Source: an optimization exercise on an open RTL-to-GDS flow (aim: small area and a short achievable clock period). Production flows keep margins and buffers that such runs may drop. RTL that was checked went through simulation tests only; none was proved equivalent to the original.

v19:
==> module f_front, before the edit <==
module f_front (
    input  [30:0] a,
    input  [30:0] b,
    output        comp,
    output [63:0] q
);
    assign comp = a >= b;
    wire [7:0]  dab = a[30:23] - b[30:23];
    wire [7:0]  dba = b[30:23] - a[30:23];
    wire [30:0] l   = comp ? a : b;
    wire [22:0] s   = comp ? b[22:0] : a[22:0];
    wire        hs  = comp ? |b[30:23] : |a[30:23];
    assign q = {l[30:23], |l[30:23], l[22:0], hs, s, comp ? dab : dba};
endmodule
==> module f_align1, before the edit <==
module f_align1 (
    input  [63:0] q,
    input         x,
    output [56:0] r
);
    wire [7:0]  d  = q[7:0];
    wire [23:0] ms = q[31:8];
    wire [23:0] s1 = (|d[7:5] | (&d[4:3])) ? 24'b0 : (ms >> {d[4:1], 1'b0});
    assign r = {q[63:32], s1 ^ {24{x}}, d[0]};
endmodule
export LEC_CHECK = 0
export ABC_AREA = 1
export CAP_MARGIN = 20
export CORE_MARGIN = 2
export CORE_UTILIZATION = 60
export CTS_CLUSTER_DIAMETER = 70
export CTS_CLUSTER_SIZE = 30
export PLACE_DENSITY = 0.72
export SLEW_MARGIN = 40
create_clock -name core_clock -period 10.0 [get_ports {clk}]
standard.sh (not shown) runs the stock make flow with config.mk's settings and CLKGATE_MAP_FILE= SYNTH_SCRIPT=/design/flow/synth_recipe.tcl, a recipe that flattens the netlist after the stock synthesis.
==> flow/flow/run.sh <==
#!/bin/bash
set -e
bash standard.sh BUFFER_PORTS_ARGS="-buffer_cell sky130_fd_sc_hd__buf_4" \
    SETUP_SLACK_MARGIN=6.6 finish > flow.log 2>&1
v19: done, clean on timing, DRC and antenna
Edits applied to the flow inputs when going from v19 to v34:
--- a/flow/design.v
+++ b/flow/design.v
@@ -3,24 +3,25 @@
     input  [30:0] b,
     output        comp,
     output [63:0] q
 );
-    assign comp = a >= b;
-    wire [7:0]  dab = a[30:23] - b[30:23];
+    wire [8:0]  dab = {1'b0, a[30:23]} - {1'b0, b[30:23]};
     wire [7:0]  dba = b[30:23] - a[30:23];
+    wire        eq  = a[30:23] == b[30:23];
+    assign comp = ~dab[8] & (~eq | (a[22:0] >= b[22:0]));
     wire [30:0] l   = comp ? a : b;
     wire [22:0] s   = comp ? b[22:0] : a[22:0];
     wire        hs  = comp ? |b[30:23] : |a[30:23];
-    assign q = {l[30:23], |l[30:23], l[22:0], hs, s, comp ? dab : dba};
+    assign q = {l[30:23], |l[30:23], l[22:0], hs, s, dab[8] ? dba : dab[7:0]};
 endmodule
 module f_align1 (
     input  [63:0] q,
     input         x,
     output [56:0] r
 );
     wire [7:0]  d  = q[7:0];
     wire [23:0] ms = q[31:8];
-    wire [23:0] s1 = (|d[7:5] | (&d[4:3])) ? 24'b0 : (ms >> {d[4:1], 1'b0});
+    wire [23:0] s1 = (|d[7:5]) ? 24'b0 : (ms >> {d[4:1], 1'b0});
     assign r = {q[63:32], s1 ^ {24{x}}, d[0]};
 endmodule
 module f_align2 (
     input  [56:0] q,
- Taking v19 as the reference point, the data arrival time of the critical path of v34 rises by 0.02 ns.
- v34 vs. v19: area inside the core boundary went down by about 1.5%, worst reg2reg path depth now smaller.
- For the synthesized area, v34 came in 1.5% lower than v19 did.
- Run comparison: v19 termination of the worst setup path final_output[101]; v34 termination of the worst setup path final_output[234]
- The run with more setup slack is v19; v34 has less.
No functional check of the RTL was part of any run of this note.

beta:
Another version of the RTL of dct_core (not shown whole).
Size in the first run: roughly 35,000 cells after synthesis, roughly 520 I/O pins, roughly 270,000 um^2 of cells after synthesis.
==> module f_padd, before the edit <==
module f_padd #(parameter W = 26) (
    input  [W-1:0] a,
    input  [W-1:0] b,
    output [W-1:0] s
);
    localparam L = $clog2(W);
    wire [W-1:0] g [0:L];
    wire [W-1:0] p [0:L];
    assign g[0] = a & b;
    assign p[0] = a ^ b;
    genvar l, i;
    generate
        for (l = 0; l < L; l = l + 1) begin : lv
            for (i = 0; i < W; i = i + 1) begin : bt
                if ((i >> l) & 1) begin : cmb
                    localparam J = ((i >> l) << l) - 1;
                    assign g[l+1][i] = g[l][i] | (p[l][i] & g[l][J]);
                    assign p[l+1][i] = p[l][i] & p[l][J];
                end else begin : pas
                    assign g[l+1][i] = g[l][i];
                    assign p[l+1][i] = p[l][i];
                end
            end
        end
    endgenerate
    assign s = p[0] ^ {g[L][W-2:0], 1'b0};
endmodule
clock: 10.0 ns
lec_check: 0
abc_area: 1
cap_margin: 20
core_margin: 2
core_utilization: 60
cts_cluster_diameter: 70
cts_cluster_size: 30
place_density: 0.72
slew_margin: 40
Scripts as last shown in full above: flow/flow/run.sh
Input-level comparison between delta and beta:
diff --git a/flow/design.v b/flow/design.v
--- a/flow/design.v
+++ b/flow/design.v
@@ -4,5 +4,12 @@
     output [W-1:0] s
 );
-    localparam L = $clog2(W);
+    function integer lg2(input integer n);
+        integer t;
+        begin
+            lg2 = 0;
+            for (t = 1; t < n; t = t * 2) lg2 = lg2 + 1;
+        end
+    endfunction
+    localparam L = lg2(W);
     wire [W-1:0] g [0:L];
     wire [W-1:0] p [0:L];
==> comparison <==
- delta reached the end of the flow, and the finished layout is clean on the timing, design-rule and antenna checks.
- Run comparison: delta worst setup path startpoint dl_d.g_regs.s[7].r[42]; beta worst setup path startpoint u_y17.c3.g_regs.s[0].r[21]
- On post-route cell area, delta and beta are neck and neck.
- delta against beta: post-placement worst setup slack down 340 ps; count of different cell masters after synthesis down 12.
No functional check of the RTL was part of beta.

==> afterwards: timing with drivers on the ports <==
The flow's constraints put no driver on any port. The routed layouts listed below were extracted and timed again, unchanged, in two steps.
Step 1 sets driving cells, clkbuf_16 on the clock port and buf_2 on the other inputs (assumed; they add their load-dependent delay and slew).
Step 2, shift: input delay + t, output delay - t, t = (earliest + latest rising clock arrival at the registers) / 2. This alone moves slack from input paths to output paths.
Three values: ideal, step 1, step 2; two values: the first two.
run | t, ns | setup slack, ns | hold WS [ns]
v19 | 1.159 | 6.457 / 6.319 / 5.608 | 0.300 / 0.300 / 0.300
v34 | 1.172 | 6.437 / 6.291 / 5.585 | 0.307 / 0.307 / 0.307
beta | 1.139 | 6.483 / 6.355 / 5.644 | 0.296 / 0.296 / 0.296
delta | 1.146 | 6.471 / 6.332 / 5.651 | 0.310 / 0.310 / 0.310
After both steps every run listed still meets setup and hold. For v34, which loses most, drivers alone change the setup slack by -0.146 ns; drivers and shift together by -0.852 ns.
